From an optimization exercise on the open Yosys and OpenROAD flow, aimed at small area, a short achievable clock period and few clock cycles; shortcuts taken in it are not production practice.
The RTL was checked by simulation tests, not by an equivalence proof against the original design.

## job 103
==> module MAU, before the edit <==
module MAU (output logic busy,
			output logic [15:0] dbs_output, dbi_output,
			input logic [15:0] data_bus_supr, data_bus_infr,
			input logic [15:0] matRAM,
			input logic start, mode, clk, reset, add_mode);
	logic [3:0] step;
	logic [15:0] hold_s, hold_i, mat;
	logic [17:0] p_m, q_m, sum1_m, mult_m, norm_m;
	logic [4:0] p_e, q_e, sum1_e, mult_e, norm_e;
	logic p_s, q_s, sum1_s, mult_s;
	logic q_large, next_q_large;
	logic [4:0] diff, next_diff;
	logic [17:0] x_sum, align_sum;
	logic [4:0] x_e, align_e;
	logic x_ovf, x_s, align_ovf, align_s;
	logic [15:0] rounded;
	MAU_Multiplier m_mult0 (
		.c_mantissa(mult_m),
		.c_exponent(mult_e),
		.c_sign(mult_s),
		.a((step == 4'd3 || step == 4'd6) ? hold_i : hold_s),
		.b(mat)
	);
	MAU_Adder_Align m_align0 (
		.sum(align_sum),
		.large_e(align_e),
		.ovf(align_ovf),
		.sign(align_s),
		.q_mantissa(q_m),
		.p_mantissa(p_m),
		.q_exponent(q_e),
		.p_exponent(p_e),
		.q_sign(q_s),
		.p_sign(p_s),
		.q_large(q_large),
		.diff(diff)
	);
	MAU_Adder_Norm m_norm0 (
		.c_mantissa(norm_m),
		.c_exponent(norm_e),
		.sum(x_sum),
		.large_e(x_e),
		.ovf(x_ovf)
	);
	FP_Output_Pipe out0 (
		.FP16(rounded),
		.mantissa(norm_m),
		.exponent(norm_e),
		.sign(x_s)
	);
	always_comb
	begin
		if (step == 4'd8)
		begin
			next_q_large = ~(sum1_e > norm_e);
			next_diff = (sum1_e > norm_e) ? (sum1_e - norm_e) : (norm_e - sum1_e);
		end
		else
		begin
			next_q_large = p_e > mult_e;
			next_diff = (p_e > mult_e) ? (p_e - mult_e) : (mult_e - p_e);
		end
	end
	assign busy = (step != 4'd0);
	always_ff @ (posedge clk, posedge reset)
	begin
		if (reset)
			step <= 4'd0;
		else if (step == 4'd0)
		begin
			if (start) step <= 4'd1;
		end
		else if ((step == 4'd8 && mode) || step == 4'd10)
			step <= 4'd0;
		else
			step <= step + 4'd1;
	end
	always_ff @ (posedge clk)
	begin
		mat <= matRAM;
		if (step == 4'd1 || (step == 4'd4 && ~(mode && ~add_mode)))
		begin
			hold_s <= data_bus_supr;
			hold_i <= data_bus_infr;
		end
		if (step == 4'd8)
			{p_m, p_e, p_s} <= {sum1_m, sum1_e, sum1_s};
		else
			{p_m, p_e, p_s} <= {mult_m, mult_e, mult_s};
		if (step == 4'd8)
			{q_m, q_e, q_s} <= {norm_m, norm_e, x_s};
		else
			{q_m, q_e, q_s} <= {p_m, p_e, p_s};
		q_large <= next_q_large;
		diff <= next_diff;
		{x_sum, x_e, x_ovf, x_s} <= {align_sum, align_e, align_ovf, align_s};
		if (step == 4'd5)
			{sum1_m, sum1_e, sum1_s} <= {norm_m, norm_e, x_s};
		if (step == 4'd5 || step == 4'd10)
			dbs_output <= rounded;
		if (step == 4'd8)
			dbi_output <= rounded;
	end
endmodule
Settings: LEC_CHECK=0, CAP_MARGIN=20, CORE_MARGIN=2, CORE_UTILIZATION=40, SLEW_MARGIN=20; clock period 10.0 ns.
run.sh (not shown) runs the stock make flow with config.mk's settings and CLKGATE_MAP_FILE= SYNTH_SCRIPT=/design/flow/synth_recipe.tcl, a recipe that flattens the netlist after the stock synthesis.
Testbench counts of job 103, summed over its fixed seeds: cycles 32,000.
diff inputs: job 103 => job 102
--- a/flow/design.v
+++ b/flow/design.v
@@ -139,7 +139,7 @@
 		.c_mantissa(mult_m),
 		.c_exponent(mult_e),
 		.c_sign(mult_s),
-		.a((step == 4'd3 || step == 4'd6) ? hold_i : hold_s),
+		.a(hold_s),
 		.b(mat)
 	);
 	MAU_Adder_Align m_align0 (
@@ -204,6 +204,11 @@
 			hold_s <= data_bus_supr;
 			hold_i <= data_bus_infr;
 		end
+		else if (step == 4'd2 || step == 4'd4 || step == 4'd5)
+		begin
+			hold_s <= hold_i;
+			hold_i <= hold_s;
+		end
 		if (step == 4'd8)
 			{p_m, p_e, p_s} <= {sum1_m, sum1_e, sum1_s};
 		else
### Flow results
The final layout from job 102, which completed every stage, passed the timing, DRC and antenna checks at the end of the flow. Total I/O pin count came out exactly the same in job 102 and job 103. Job 102 vs. job 103: time the final worst path needs with I/O delays and setup went down by 0.87 ns. Worst setup timing slack at the placement stage was higher in job 102 than in job 103. Job 103 → job 102: met1 usage in global routing now sits lower, peak per-stage delay on the critical path now sits higher. Measured against each other, job 102 and job 103 differ in synthesized cell count, the lower figure coming from job 103. Between job 102 and job 103, the DRC marker count from the first detailed-route iteration is lower for job 102. [job 102] part of the Yosys area used for sequential elements fell 0.26 points relative to job 103. Job 102 reports its destination of the critical timing path as dbs_output[14] while job 103 reports p_m[17]. From job 103 to job 102 the numbers moved as follows: die area has increased; number of standard cells in the layout, taps in and fillers out grew by 0.62%.
Testbench counts of job 102, summed over its fixed seeds: cycles 32,000.


MAU, a different RTL version from the one above (not shown whole).
Size in the first run: about 1700 cells after synthesis, roughly 170 flip-flops, ~86 I/O pins, roughly 16000 µm² of cells after synthesis.
==> module FP_Output_Pipe, before the edit <==
module FP_Output_Pipe (output logic [15:0] FP16,
					input logic [17:0] mantissa,
					input logic [4:0] exponent,
					input logic sign);
	logic [10:0] rounded_mantissa;
	logic round_up, overflow;
	always_comb
	begin
		round_up = mantissa[6];  
		rounded_mantissa = mantissa[16:7] + (round_up ? 10'd1 : '0);
		overflow = rounded_mantissa[10];
		FP16[15] = sign;
		FP16[14:10] = exponent + ((overflow && ~&exponent) ? 5'd1 : '0);
		FP16[9:0] = rounded_mantissa[9:0];
	end
endmodule
==> module MAU, before the edit <==
module MAU (output logic busy,
			output logic [15:0] dbs_output, dbi_output,
			input logic [15:0] data_bus_supr, data_bus_infr,
			input logic [15:0] matRAM,
			input logic start, mode, clk, reset, add_mode);
	logic [3:0] step;
	logic [16:0] hold_s, hold_i;
	logic [5:0] mat_neg, mat_one, mat_two, in_neg, in_one, in_two;
	logic [4:0] mat_e;
	logic mat_s;
	logic [17:0] p_m, q_m, r_m, mult_m, norm_m;
	logic [4:0] p_e, q_e, r_e, mult_e, norm_e, norm_sh;
	logic p_s, q_s, r_s, mult_s;
	logic q_large, next_q_large;
	logic [4:0] diff, next_diff;
	logic [17:0] x_sum, align_sum;
	logic [4:0] x_e, align_e;
	logic x_ovf, x_s, align_ovf, align_s;
	logic [6:0] x_d, x_nd, k, d, nd;
	logic d_pos;
	Booth_Encode11 enc0 (
		.neg(in_neg),
		.one(in_one),
		.two(in_two),
		.b({(|matRAM[14:10]), matRAM[9:0]})
	);
	MAU_Multiplier m_mult0 (
		.c_mantissa(mult_m),
		.c_exponent(mult_e),
		.c_sign(mult_s),
		.a_mantissa(hold_s[10:0]),
		.a_exponent(hold_s[15:11]),
		.a_sign(hold_s[16]),
		.b_exponent(mat_e),
		.b_sign(mat_s),
		.b_neg(mat_neg),
		.b_one(mat_one),
		.b_two(mat_two)
	);
	MAU_Adder_Align m_align0 (
		.sum(align_sum),
		.large_e(align_e),
		.ovf(align_ovf),
		.sign(align_s),
		.q_mantissa(q_m),
		.p_mantissa(p_m),
		.q_exponent(q_e),
		.p_exponent(p_e),
		.q_sign(q_s),
		.p_sign(p_s),
		.q_large(q_large),
		.diff(diff)
	);
	MAU_Adder_Norm m_norm0 (
		.c_mantissa(norm_m),
		.c_exponent(norm_e),
		.sh(norm_sh),
		.sum(x_sum),
		.large_e(x_e),
		.ovf(x_ovf)
	);
	FP_Output_Pipe out0 (
		.FP16(dbs_output),
		.mantissa(r_m),
		.exponent(r_e),
		.sign(r_s)
	);
	FP_Output_Pipe out1 (
		.FP16(dbi_output),
		.mantissa(q_m),
		.exponent(q_e),
		.sign(q_s)
	);
	always_comb
	begin
		k = x_ovf ? ((&x_e) ? 7'd31 : 7'h7f) : {2'd0, norm_sh};
		d = x_d + k;
		nd = x_nd - k;
		d_pos = ~d[6] && (d != 7'd0);
		if (step == 4'd8)
		begin
			next_q_large = ~d_pos;
			next_diff = d_pos ? d[4:0] : nd[4:0];
		end
		else
		begin
			next_q_large = p_e > mult_e;
			next_diff = (p_e > mult_e) ? (p_e - mult_e) : (mult_e - p_e);
		end
	end
	assign busy = (step != 4'd0);
	always_ff @ (posedge clk, posedge reset)
	begin
		if (reset)
			step <= 4'd0;
		else if (step == 4'd0)
		begin
			if (start) step <= 4'd1;
		end
		else if ((step == 4'd8 && mode) || step == 4'd10)
			step <= 4'd0;
		else
			step <= step + 4'd1;
	end
	always_ff @ (posedge clk)
	begin
		{mat_neg, mat_one, mat_two, mat_e, mat_s} <= {in_neg, in_one, in_two, matRAM[14:10], matRAM[15]};
		if (step == 4'd1 || (step == 4'd4 && ~(mode && ~add_mode)))
		begin
			hold_s <= {data_bus_supr[15:10], (|data_bus_supr[14:10]), data_bus_supr[9:0]};
			hold_i <= {data_bus_infr[15:10], (|data_bus_infr[14:10]), data_bus_infr[9:0]};
		end
		else if (step == 4'd2 || step == 4'd4 || step == 4'd5)
		begin
			hold_s <= hold_i;
			hold_i <= hold_s;
		end
		if (step == 4'd8)
			{p_m, p_e, p_s} <= {r_m, r_e, r_s};
		else
			{p_m, p_e, p_s} <= {mult_m, mult_e, mult_s};
		if (step == 4'd8)
			{q_m, q_e, q_s} <= {norm_m, norm_e, x_s};
		else if (step == 4'd3 || step == 4'd6)
			{q_m, q_e, q_s} <= {p_m, p_e, p_s};
		q_large <= next_q_large;
		diff <= next_diff;
		{x_sum, x_e, x_ovf, x_s} <= {align_sum, align_e, align_ovf, align_s};
		x_d <= {2'd0, r_e} - {2'd0, align_e};
		x_nd <= {2'd0, align_e} - {2'd0, r_e};
		if (step == 4'd5 || step == 4'd10)
			{r_m, r_e, r_s} <= {norm_m, norm_e, x_s};
	end
endmodule
==> flow/config.mk <==
export PLATFORM = sky130hd
export DESIGN_NAME = MAU
export DESIGN_NICKNAME = MAU
export VERILOG_FILES = /design/flow/design.v
export SDC_FILE = /design/flow/constraint.sdc
export NUM_CORES = 4
export LEC_CHECK = 0
export CAP_MARGIN = 20
export CORE_MARGIN = 2
export CORE_UTILIZATION = 40
export SETUP_SLACK_MARGIN = 5.0
export SLEW_MARGIN = 20
==> flow/constraint.sdc <==
create_clock -name core_clock -period 10.0 [get_ports {clk}]
set_input_delay 2.0000 -clock core_clock [delete_from_list [all_inputs] [get_ports {clk}]]
set_output_delay 2.0000 -clock core_clock [all_outputs]
set_load 0.01 [all_outputs]
Testbench counts at the start, summed over its fixed seeds: cycles 32,000.
Rerun with:
--- a/flow/design.v
+++ b/flow/design.v
@@ -256,17 +256,14 @@
 module FP_Output_Pipe (output logic [15:0] FP16,
 					input logic [17:0] mantissa,
 					input logic [4:0] exponent,
-					input logic sign);
-	logic [10:0] rounded_mantissa;
-	logic round_up, overflow;
+					input logic sign, all_ones);
+	logic overflow;
 	always_comb
 	begin
-		round_up = mantissa[6];  
-		rounded_mantissa = mantissa[16:7] + (round_up ? 10'd1 : '0);
-		overflow = rounded_mantissa[10];
+		overflow = mantissa[6] & all_ones;
 		FP16[15] = sign;
 		FP16[14:10] = exponent + ((overflow && ~&exponent) ? 5'd1 : '0);
-		FP16[9:0] = rounded_mantissa[9:0];
+		FP16[9:0] = mantissa[16:7] + {9'd0, mantissa[6]};
 	end
 endmodule
 module IM_LZC18 (output logic [4:0] lz,
@@ -571,6 +568,7 @@
 	logic [17:0] p_m, q_m, r_m, mult_m, norm_m;
 	logic [4:0] p_e, q_e, r_e, mult_e, norm_e, norm_sh;
 	logic p_s, q_s, r_s, mult_s;
+	logic q_ao, r_ao;
 	logic q_large, next_q_large;
 	logic [4:0] diff, next_diff;
 	logic [17:0] x_sum, align_sum;
@@ -623,13 +621,15 @@
 		.FP16(dbs_output),
 		.mantissa(r_m),
 		.exponent(r_e),
-		.sign(r_s)
+		.sign(r_s),
+		.all_ones(r_ao)
 	);
 	FP_Output_Pipe out1 (
 		.FP16(dbi_output),
 		.mantissa(q_m),
 		.exponent(q_e),
-		.sign(q_s)
+		.sign(q_s),
+		.all_ones(q_ao)
 	);
 	always_comb
 	begin
@@ -680,15 +680,15 @@
 		else
 			{p_m, p_e, p_s} <= {mult_m, mult_e, mult_s};
 		if (step == 4'd8)
-			{q_m, q_e, q_s} <= {norm_m, norm_e, x_s};
+			{q_m, q_e, q_s, q_ao} <= {norm_m, norm_e, x_s, (&norm_m[16:7])};
 		else if (step == 4'd3 || step == 4'd6)
-			{q_m, q_e, q_s} <= {p_m, p_e, p_s};
+			{q_m, q_e, q_s, q_ao} <= {p_m, p_e, p_s, (&p_m[16:7])};
 		q_large <= next_q_large;
 		diff <= next_diff;
 		{x_sum, x_e, x_ovf, x_s} <= {align_sum, align_e, align_ovf, align_s};
 		x_d <= {2'd0, r_e} - {2'd0, align_e};
 		x_nd <= {2'd0, align_e} - {2'd0, r_e};
 		if (step == 4'd5 || step == 4'd10)
-			{r_m, r_e, r_s} <= {norm_m, norm_e, x_s};
+			{r_m, r_e, r_s, r_ao} <= {norm_m, norm_e, x_s, (&norm_m[16:7])};
 	end
 endmodule
Die area fell by about 0.8%.
Utilization fell by 0.25 points.
Cell count rose by 1.0%.
First-iteration DRC count fell by 20%.
Via count stays flat.
Design area fell by 0.76%.
Testbench counts after the change, summed over its fixed seeds: cycles 32,000.

## re-timing with driven ports
How much do the figures lean on ideal ports? The routed layouts below were timed once more, with nothing changed but the port constraints.
Step 1 sets driving cells, clkbuf_16 on the clock port and buf_2 on the other inputs (assumed; they add their load-dependent delay and slew).
Step 2 adds t to the input delays and takes it off the output delays; t is the mean of the earliest and latest rising clock arrival at the registers after step 1. Input paths then give back, and output paths get back, about the clock's delay inside the block.
Three values: ideal, step 1, step 2; two values: the first two.
run | shift t [ns] | slack for setup (ns) | worst hold slack (ns) | clock arrival spread, ns | worst slew at a driven data input, ns
job 103 | 0.492 | 2.841 / 2.841 / 2.841 | 0.448 / 0.448 / 0.448 | 0.015 / 0.015 | 0.05
job 102 | 0.508 | 3.708 / 3.708 / 3.708 | 0.458 / 0.458 / 0.458 | 0.025 / 0.024 | 0.05
the first run of note 2 | 0.491 | 5.096 / 5.096 / 5.096 | 0.451 / 0.451 / 0.451 | 0.017 / 0.017 | 0.04
the second run of note 2 | 0.499 | 5.191 / 5.191 / 5.191 | 0.471 / 0.471 / 0.471 | 0.012 / 0.011 | 0.05
After both steps every run listed still meets setup and hold.
